This design comes from an exercise in tuning for small area and a short achievable clock period on the open sky130 flow, not from production work. The RTL was checked by simulation tests, not by an equivalence proof against the original design. No activity file was given, so power comes from the tool's default toggle rates.

run A:
// riscv_sc_top
module riscv_sc_top (
    input         clk,
    input         rst,
    output [31:0] imem_addr,
    input  [31:0] imem_data,
    output        dmem_re,
    output [3:0]  dmem_wmask,
    output [31:0] dmem_addr,
    output [31:0] dmem_wdata,
    input  [31:0] dmem_rdata
);
For scale: ~4400 cells after synthesis.
export LEC_CHECK = 0
export CAP_MARGIN = 20
export CORE_MARGIN = 2
export CORE_UTILIZATION = 60
export CTS_BUF_LIST = sky130_fd_sc_hd__clkbuf_4
export CTS_CLUSTER_SIZE = 24
export PLACE_DENSITY = 0.7
export SETUP_SLACK_MARGIN = 2.6
export SLEW_MARGIN = 20
export SYNTH_HIERARCHICAL = 1
export TNS_END_PERCENT = 5
create_clock -name core_clock -period 11.0 [get_ports {clk}]
standard.sh (not shown) runs the stock make flow with config.mk's settings and CLKGATE_MAP_FILE= SYNTH_SCRIPT=/design/flow/synth_recipe.tcl, a recipe that flattens the netlist after the stock synthesis.
==> flow/flow/run.sh <==
#!/bin/bash
# The standard layout, with the port buffers that buffer_ports inserts made
# plain buffers (sky130_fd_sc_hd__buf_2) instead of the default delay cells.
set -e
export BUFFER_PORTS_ARGS="-buffer_cell sky130_fd_sc_hd__buf_2"
bash standard.sh > standard.log 2>&1
Every stage of the flow completed for run A, and the final layout passed the timing, design-rule and antenna checks.
The following lists how run B was set up differently from run A:
- a change of PLACE_DENSITY from 0.7 to 0.65
- a change of CORE_UTILIZATION from 60 to 55
==> flow/run.sh (new file) <==
#!/bin/bash
# synth_recipe.tcl (not shown) runs the flow's synth.tcl, then flattens the netlist and writes it again
# the make line also repeats each setting of config.mk as NAME=value (left out here)
make -C /OpenROAD-flow-scripts/flow DESIGN_CONFIG=/design/flow/config.mk WORK_HOME=/design/flow/orfs CLKGATE_MAP_FILE= SYNTH_SCRIPT=/design/flow/synth_recipe.tcl finish
removed: flow/flow/run.sh
removed: flow/standard.sh
Notes after the runs:
Fraction of standard cell area in multi-input logic in run B is 0.66 points below run A. Looking at critical path depth, run B sits below run A. Run B vs run A: number of setup buffers added after CTS up in run B. Against run A, maximum frequency in run B came out worse. Area enclosed by the die boundary: higher on run B. The average vias per placed instance of run B is lower than that of run A. Compared with run A, final design instance area without fill in run B increased by a few percent. The final layout from run B, which completed every stage, passed the timing, design-rule and antenna checks at the end of the flow. Highest cell delay on the worst timing path: run B < run A. Of run B and run A, it is run B that has the lower overall routing resource usage.
diff inputs: run B => run C
- CTS_CLUSTER_SIZE changed from 24 to 40
- PLACE_DENSITY changed from 0.65 to 0.72
==> flow/flow/run.sh (new file) <==
#!/bin/bash
# The standard layout, with the port buffers that buffer_ports inserts made
# plain buffers (sky130_fd_sc_hd__buf_2) instead of the default delay cells.
set -e
export BUFFER_PORTS_ARGS="-buffer_cell sky130_fd_sc_hd__buf_2"
bash standard.sh > standard.log 2>&1
==> flow/standard.sh (new file) <==
#!/bin/bash
# synth_recipe.tcl (not shown) runs the flow's synth.tcl, then flattens the netlist and writes it again
# the make line also repeats each setting of config.mk as NAME=value (left out here)
make -C /OpenROAD-flow-scripts/flow DESIGN_CONFIG=/design/flow/config.mk WORK_HOME=/design/flow/orfs CLKGATE_MAP_FILE= SYNTH_SCRIPT=/design/flow/synth_recipe.tcl "${@:-finish}"
removed: flow/run.sh
### Flow results
- In run C the critical path depth turned out 2 higher than in run B.
- Going from run B to run C, the half-perimeter wire length after placement was found to have gone down by 0.48%.
- Number of antenna violations at the first check in global routing: higher on run C
- Looking at clock power share, run C sits 0.8 points higher than run B does.
- Summary of run C over run B: clock power about even; post-detailed-routing wire length fell 3.0 mm; placer congestion estimate rose 0.012; clock-buffer cell count fell 2; synthesized cell count about even.


Starting RTL as in the previous note.
export LEC_CHECK = 0
export CAP_MARGIN = 20
export CORE_MARGIN = 2
export CORE_UTILIZATION = 55
export CTS_BUF_LIST = sky130_fd_sc_hd__clkbuf_4
export CTS_CLUSTER_SIZE = 40
export PLACE_DENSITY = 0.78
export SETUP_SLACK_MARGIN = 2.6
export SLEW_MARGIN = 20
export SYNTH_HIERARCHICAL = 1
export TNS_END_PERCENT = 5
create_clock -name core_clock -period 11.0 [get_ports {clk}]
==> flow/flow/run.sh <==
#!/bin/bash
# The standard layout, with the port buffers that buffer_ports inserts made
# plain buffers (sky130_fd_sc_hd__buf_2) instead of the default delay cells.
set -e
export BUFFER_PORTS_ARGS="-buffer_cell sky130_fd_sc_hd__buf_2"
bash standard.sh > standard.log 2>&1
Next try:
CTS_CLUSTER_SIZE = 24   (was 40)
PLACE_DENSITY = 0.65   (was 0.78)
What happened:
- The new run completed with no timing, DRC or antenna violations
- sequential share of layout area shrinks by 0.35 points
- via count grows slightly
- setup slack improves by 0.038 ns
- non-clock buffer count went up by 45
- final area came out higher slightly
- wire length is higher by a few percent
- total power climbs slightly
- sequential power barely changes
- area after synthesis does not change

afterwards: timing with drivers on the ports:
The results above use ideal ports. As a check the final layouts listed here were re-extracted and re-timed, cells and wires unchanged.
Step 1 assumes that a clkbuf_16 drives the clock port and a buf_2 every other input.
Step 2 adds t to the input delays and takes it off the output delays; t is the mean of the earliest and latest rising clock arrival at the registers after step 1. Input paths then give back, and output paths get back, about the clock's delay inside the block.
Slacks: ideal / step 1 / step 2; pairs: ideal / step 1.
run | t (ns) | setup WS [ns] | worst register clock-pin slew, ns
run A | 1.231 | 2.310 / 2.358 / 1.128 | 0.08 / 0.08
run B | 1.245 | 2.251 / 2.219 / 1.360 | 0.08 / 0.08
run C | 1.196 | 2.458 / 2.432 / 1.350 | 0.09 / 0.09
the first run of note 2 | 1.264 | 2.342 / 2.313 / 1.370 | 0.08 / 0.08
the second run of note 2 | 1.223 | 2.380 / 2.345 / 1.390 | 0.08 / 0.08
After both steps setup and hold are still met in every run listed. For run A, which loses most, drivers alone change the setup slack by +0.048 ns; drivers and shift together by -1.182 ns.
